Context: an optimization exercise on an open-source flow, tuned for small area. The choices shown serve that exercise and are no tape-out recipe. The RTL was checked by simulation tests, not by an equivalence proof against the original design. Power is estimated from default activity; no workload was simulated.

Design CannyEdge, start of the top module:
module CannyEdge(dAddrRegRow, dAddrRegCol, bWE, bCE, InData, OutData,
	OPMode, bOPEnable, dReadReg, dWriteReg,	clk, rst_b);
==> flow/config.mk <==
export PLATFORM = sky130hd
export DESIGN_NAME = CannyEdge
export DESIGN_NICKNAME = CannyEdge
export VERILOG_FILES = /design/flow/design.v
export SDC_FILE = /design/flow/constraint.sdc
export NUM_CORES = 4
export LEC_CHECK = 0
export CAP_MARGIN = 20
export CORE_MARGIN = 2
export CORE_UTILIZATION = 40
export SLEW_MARGIN = 20
==> flow/constraint.sdc <==
create_clock -name core_clock -period 12.0 [get_ports {clk}]
set_input_delay 2.4000 -clock core_clock [delete_from_list [all_inputs] [get_ports {clk}]]
set_output_delay 2.4000 -clock core_clock [all_outputs]
set_load 0.01 [all_outputs]
run.sh (not shown) runs the stock make flow with config.mk's settings and CLKGATE_MAP_FILE= SYNTH_SCRIPT=/design/flow/synth_recipe.tcl, a recipe that flattens the netlist after the stock synthesis.
The first run completed with no timing, DRC or antenna violations.
Change:
- CORE_UTILIZATION: 40 -> 70
- CTS_BUF_LIST: default -> sky130_fd_sc_hd__clkbuf_8
- CTS_CLUSTER_DIAMETER: default -> 60
- CTS_CLUSTER_SIZE: default -> 12
- PLACE_DENSITY: default -> 0.8
What happened: The changed run produced a clean layout; die area falls by well over a third; non-clock buffer count falls by 8; core utilization rises by 31 points; critical path depth does not change.
Change:
- CTS_BUF_LIST: sky130_fd_sc_hd__clkbuf_8 -> sky130_fd_sc_hd__clkbuf_16
- CTS_CLUSTER_DIAMETER: 60 -> 100
- CTS_CLUSTER_SIZE: 12 -> 20
Via count stays flat.
Total power fell slightly.
Maximum frequency fell slightly.
Hold slack stays flat.
Global-route usage fell by 0.17 points.
Combinational power stays flat.
First-iteration DRC count fell slightly.
Routed wire length is about the same.
Core utilization fell by 0.28 points.
Register-to-register slack is better by 30 ps.
Change:
- CAP_MARGIN: 20 -> 0
- CORE_UTILIZATION: 70 -> 40
- CTS_BUF_LIST: sky130_fd_sc_hd__clkbuf_16 -> sky130_fd_sc_hd__clkbuf_8
- CTS_CLUSTER_DIAMETER: 100 -> default
- CTS_CLUSTER_SIZE: 20 -> 30
- PLACE_DENSITY: 0.8 -> default
- SLEW_MARGIN: 20 -> 0
After rerunning: The changed run passed the timing, design-rule and antenna checks. Final area went up by about 4%. Clock-buffer cell count rises by 27. Fmax decreases by 0.91%. Via count goes down by 0.79%. Register-to-register slack improved by 40 ps. Power grows by 5.2%. Sequential cell count stays the same. Final cell count came out higher by 17%.

CannyEdge, a different RTL version from the one above (not shown whole).
Size: about 1,100 cells after synthesis, roughly 38 I/O pins, about 14,000 um^2 of cells after synthesis.
==> flow/config.mk <==
export PLATFORM = sky130hd
export DESIGN_NAME = CannyEdge
export DESIGN_NICKNAME = CannyEdge
export VERILOG_FILES = /design/flow/design.v
export SDC_FILE = /design/flow/constraint.sdc
export NUM_CORES = 4
export LEC_CHECK = 0
export CAP_MARGIN = 5
export CORE_MARGIN = 2
export CORE_UTILIZATION = 70
export PLACE_DENSITY = 0.8
export SLEW_MARGIN = 5
==> flow/constraint.sdc <==
create_clock -name core_clock -period 12.0 [get_ports {clk}]
set_input_delay 2.4000 -clock core_clock [delete_from_list [all_inputs] [get_ports {clk}]]
set_output_delay 2.4000 -clock core_clock [all_outputs]
set_load 0.01 [all_outputs]
standard.sh (not shown) runs the stock make flow with config.mk's settings and CLKGATE_MAP_FILE= SYNTH_SCRIPT=/design/flow/synth_recipe.tcl, a recipe that flattens the netlist after the stock synthesis.
==> flow/flow/run.sh <==
#!/bin/bash
# Layout flow.
#  1. the standard synthesis (standard.sh synth).
#  2. The same synthesis script once more, with yosys synth's -noabc, so that
#     the full adders written in the RTL reach extract_fa unchanged (fewer
#     inverters), and with an area-oriented script (abc_map_area.script) for
#     the final ABC mapping. regmap.py checks that it has exactly the standard
#     synthesis's registers (paired by Q net, same cell types) and gives them
#     the standard instance names; if not, the standard netlist is used.
#  3. invopt.py removes inverters around full adders (same function, same
#     registers).
#  4. the standard layout from that netlist, with the port buffers made of
#     the smallest buffer and clock tree synthesis without dummy loads.
# Each tool's output goes to a log file of its own in this folder.
set -euo pipefail
R="$PWD/orfs/results/sky130hd/CannyEdge/base"
bash standard.sh synth > synth.log 2>&1
cp "$R/1_2_yosys.v" std_1_2_yosys.v
{
  sed -n '1p' synth_recipe.tcl | sed 's/yosys synth -nofsm -noshare /yosys synth -nofsm -noshare -noabc /'
  echo 'proc abc {args} {'
  echo '  set i [lsearch $args -script]'
  echo "  if { \$i >= 0 } { lset args [expr {\$i + 1}] $PWD/flow/abc_map_area.script }"
  echo '  yosys abc {*}$args'
  echo '}'
  sed -n '2,$p' synth_recipe.tcl
} > synth_noabc.tcl
sed -e "s|SYNTH_SCRIPT=[^ ]*|SYNTH_SCRIPT=$PWD/synth_noabc.tcl|" \
    -e "s|WORK_HOME=[^ ]*|WORK_HOME=$PWD/orfs_alt|" standard.sh > standard_alt.sh
SRC=std_1_2_yosys.v
if bash standard_alt.sh synth > synth_alt.log 2>&1 &&
   python3 flow/regmap.py std_1_2_yosys.v orfs_alt/results/sky130hd/CannyEdge/base/1_2_yosys.v alt_1_2_yosys.v > regmap.log 2>&1; then
  SRC=alt_1_2_yosys.v
fi
echo "netlist: $SRC" >> regmap.log
python3 flow/invopt.py "$SRC" "$R/1_2_yosys.v" > invopt.log 2>&1
rm -f "$R/1_synth.odb" "$R/1_synth.sdc"
export BUFFER_PORTS_ARGS="-buffer_cell sky130_fd_sc_hd__buf_1"
export CTS_ARGS="-sink_clustering_enable -repair_clock_nets -sink_clustering_size 14 -sink_clustering_max_diameter 80 -buf_list sky130_fd_sc_hd__clkbuf_8 -dont_use_dummy_load"
bash standard.sh > layout.log 2>&1
Other scripts of this flow, unchanged in this note and not shown: flow/flow/abc_map_area.script, flow/flow/invopt.py, flow/flow/regmap.py
The starting point ran to the end with no violations.
Next try:
--- a/flow/config.mk
+++ b/flow/config.mk
@@ -6,7 +6,7 @@
 export NUM_CORES = 4
 export LEC_CHECK = 0
-export CAP_MARGIN = 5
+export CAP_MARGIN = 20
 export CORE_MARGIN = 2
 export CORE_UTILIZATION = 70
 export PLACE_DENSITY = 0.8
-export SLEW_MARGIN = 5
+export SLEW_MARGIN = 20
Effect: The new run passed the timing, design-rule and antenna checks; cell area hardly moves; power rose slightly; core utilization is about the same.

JK:
Another version of the RTL of CannyEdge (not shown whole).
Size in the first run: about 38 I/O pins.
==> flow/config.mk <==
export PLATFORM = sky130hd
export DESIGN_NAME = CannyEdge
export DESIGN_NICKNAME = CannyEdge
export VERILOG_FILES = /design/flow/design.v
export SDC_FILE = /design/flow/constraint.sdc
export NUM_CORES = 4
export LEC_CHECK = 0
export CAP_MARGIN = 20
export CORE_MARGIN = 2
export CORE_UTILIZATION = 70
export CTS_BUF_LIST = sky130_fd_sc_hd__clkbuf_16
export CTS_CLUSTER_DIAMETER = 100
export CTS_CLUSTER_SIZE = 20
export PLACE_DENSITY = 0.8
export SLEW_MARGIN = 20
==> flow/constraint.sdc <==
create_clock -name core_clock -period 12.0 [get_ports {clk}]
set_input_delay 2.4000 -clock core_clock [delete_from_list [all_inputs] [get_ports {clk}]]
set_output_delay 2.4000 -clock core_clock [all_outputs]
set_load 0.01 [all_outputs]
==> flow/flow/run.sh <==
#!/bin/bash
# Layout flow.
#  1. the standard synthesis (standard.sh synth).
#  2. The same synthesis script once more, with yosys synth's -noabc, so that
#     the full adders written in the RTL reach extract_fa unchanged (fewer
#     inverters), and with an area-oriented script (abc_map_area.script) for
#     the final ABC mapping. regmap.py checks that it has exactly the standard
#     synthesis's registers (paired by Q net, same cell types) and gives them
#     the standard instance names; if not, the standard netlist is used.
#  3. invopt.py removes inverters around full adders (same function, same
#     registers).
#  4. the standard layout from that netlist, with the port buffers made of
#     the smallest buffer and clock tree synthesis without dummy loads.
# Each tool's output goes to a log file of its own in this folder.
set -euo pipefail
R="$PWD/orfs/results/sky130hd/CannyEdge/base"
bash standard.sh synth > synth.log 2>&1
cp "$R/1_2_yosys.v" std_1_2_yosys.v
{
  sed -n '1p' synth_recipe.tcl | sed 's/yosys synth -nofsm -noshare /yosys synth -nofsm -noshare -noabc /'
  echo 'proc abc {args} {'
  echo '  set i [lsearch $args -script]'
  echo "  if { \$i >= 0 } { lset args [expr {\$i + 1}] $PWD/flow/abc_map_area.script }"
  echo '  yosys abc {*}$args'
  echo '}'
  sed -n '2,$p' synth_recipe.tcl
} > synth_noabc.tcl
sed -e "s|SYNTH_SCRIPT=[^ ]*|SYNTH_SCRIPT=$PWD/synth_noabc.tcl|" \
    -e "s|WORK_HOME=[^ ]*|WORK_HOME=$PWD/orfs_alt|" standard.sh > standard_alt.sh
SRC=std_1_2_yosys.v
if bash standard_alt.sh synth > synth_alt.log 2>&1 &&
   python3 flow/regmap.py std_1_2_yosys.v orfs_alt/results/sky130hd/CannyEdge/base/1_2_yosys.v alt_1_2_yosys.v > regmap.log 2>&1; then
  SRC=alt_1_2_yosys.v
fi
echo "netlist: $SRC" >> regmap.log
python3 flow/invopt.py "$SRC" "$R/1_2_yosys.v" > invopt.log 2>&1
rm -f "$R/1_synth.odb" "$R/1_synth.sdc"
export BUFFER_PORTS_ARGS="-buffer_cell sky130_fd_sc_hd__buf_1"
export CTS_ARGS="-sink_clustering_enable -repair_clock_nets -sink_clustering_size 20 -sink_clustering_max_diameter 100 -buf_list sky130_fd_sc_hd__clkbuf_16 -dont_use_dummy_load"
bash standard.sh > layout.log 2>&1
==> flow/flow/abc_map_area.script <==
strash
dch
map -a
topo
stime -c
dnsize -c
Other scripts of this flow, unchanged in this note and not shown: flow/flow/invopt.py, flow/flow/regmap.py
#### Input delta (MS over JK)
diff --git a/flow/flow/run.sh b/flow/flow/run.sh
--- a/flow/flow/run.sh
+++ b/flow/flow/run.sh
@@ -39 +39 @@
-export CTS_ARGS="-sink_clustering_enable -repair_clock_nets -sink_clustering_size 20 -sink_clustering_max_diameter 100 -buf_list sky130_fd_sc_hd__clkbuf_16 -dont_use_dummy_load"
+export CTS_ARGS="-sink_clustering_enable -repair_clock_nets -sink_clustering_size 14 -sink_clustering_max_diameter 80 -buf_list sky130_fd_sc_hd__clkbuf_8 -dont_use_dummy_load"
--- outcome ---
From JK to MS the numbers moved as follows: final routed wirelength across all metal layers fell 1.1%; design area saw a decrease; utilization saw a decrease.
| multi-input logic area | JK vs MS | ≈ equal |
The higher non-clock buffer count of JK and MS is in JK.
MS: all stages complete, timing, DRC and antenna checks passed
Edits applied to the flow inputs when going from MS to AL:
==> flow/flow/abc_map_area.script <==
strash
dc2
dch
map -a
topo
stime -c
dnsize -c
diff --git a/flow/config.mk b/flow/config.mk
--- a/flow/config.mk
+++ b/flow/config.mk
@@ -11,3 +10,0 @@
-export CTS_BUF_LIST = sky130_fd_sc_hd__clkbuf_16
-export CTS_CLUSTER_DIAMETER = 100
-export CTS_CLUSTER_SIZE = 20
Findings:
Against MS as the reference, AL delivers a lower data required time at the worst endpoint.
The run with more routed wire is MS, not AL.
AL: post-route minimum period higher than MS
MS -> AL: layout net count increased slightly
Diff AL and MS: area of the mapped netlist higher in AL
Lower sequential cell area share goes to AL over MS.
From MS to AL the numbers moved as follows: design area climbed about 0.54%; met2 track utilization from global routing climbed 1.5 points; net count of the mapped netlist climbed 1.5%; cell depth of the worst setup path dropped 1.
Die area up about 0.56% in AL wrt MS

==> re-timing with driven ports <==
Ports are ideal in the flow. The routed layouts listed here were re-timed in OpenROAD.
Step 1, drivers: a clkbuf_16 drives clk and a buf_2 each remaining input, both assumed.
Step 2 times the ports against the registers' clock, not the clock port: input delays grow and output delays shrink by t, the midpoint of the rising clock arrivals with the driver on.
a / b / c = no drivers / after step 1 / after step 2; a / b = the first two.
run | t, ns | setup slack, ns | worst register clock-pin slew, ns
the first run of note 1 | 0.616 | 2.172 / 2.204 / 1.588 | 0.07 / 0.07
the second run of note 1 | 0.649 | 2.425 / 2.448 / 1.800 | 0.09 / 0.09
the third run of note 1 | 0.554 | 2.317 / 2.344 / 1.790 | 0.09 / 0.09
the fourth run of note 1 | 0.634 | 2.229 / 2.258 / 1.624 | 0.07 / 0.07
the first run of note 2 | 0.588 | 1.194 / 1.211 / 0.624 | 0.10 / 0.10
the second run of note 2 | 0.586 | 1.197 / 1.218 / 0.632 | 0.10 / 0.10
JK | 0.532 | 2.436 / 2.429 / 1.897 | 0.09 / 0.09
MS | 0.573 | 2.471 / 2.469 / 1.896 | 0.10 / 0.10
AL | 0.589 | 2.371 / 2.397 / 1.808 | 0.10 / 0.10
After both steps setup and hold are still met in every run listed. For the second run of note 1, which loses most, drivers alone change the setup slack by +0.023 ns; drivers and shift together by -0.625 ns.
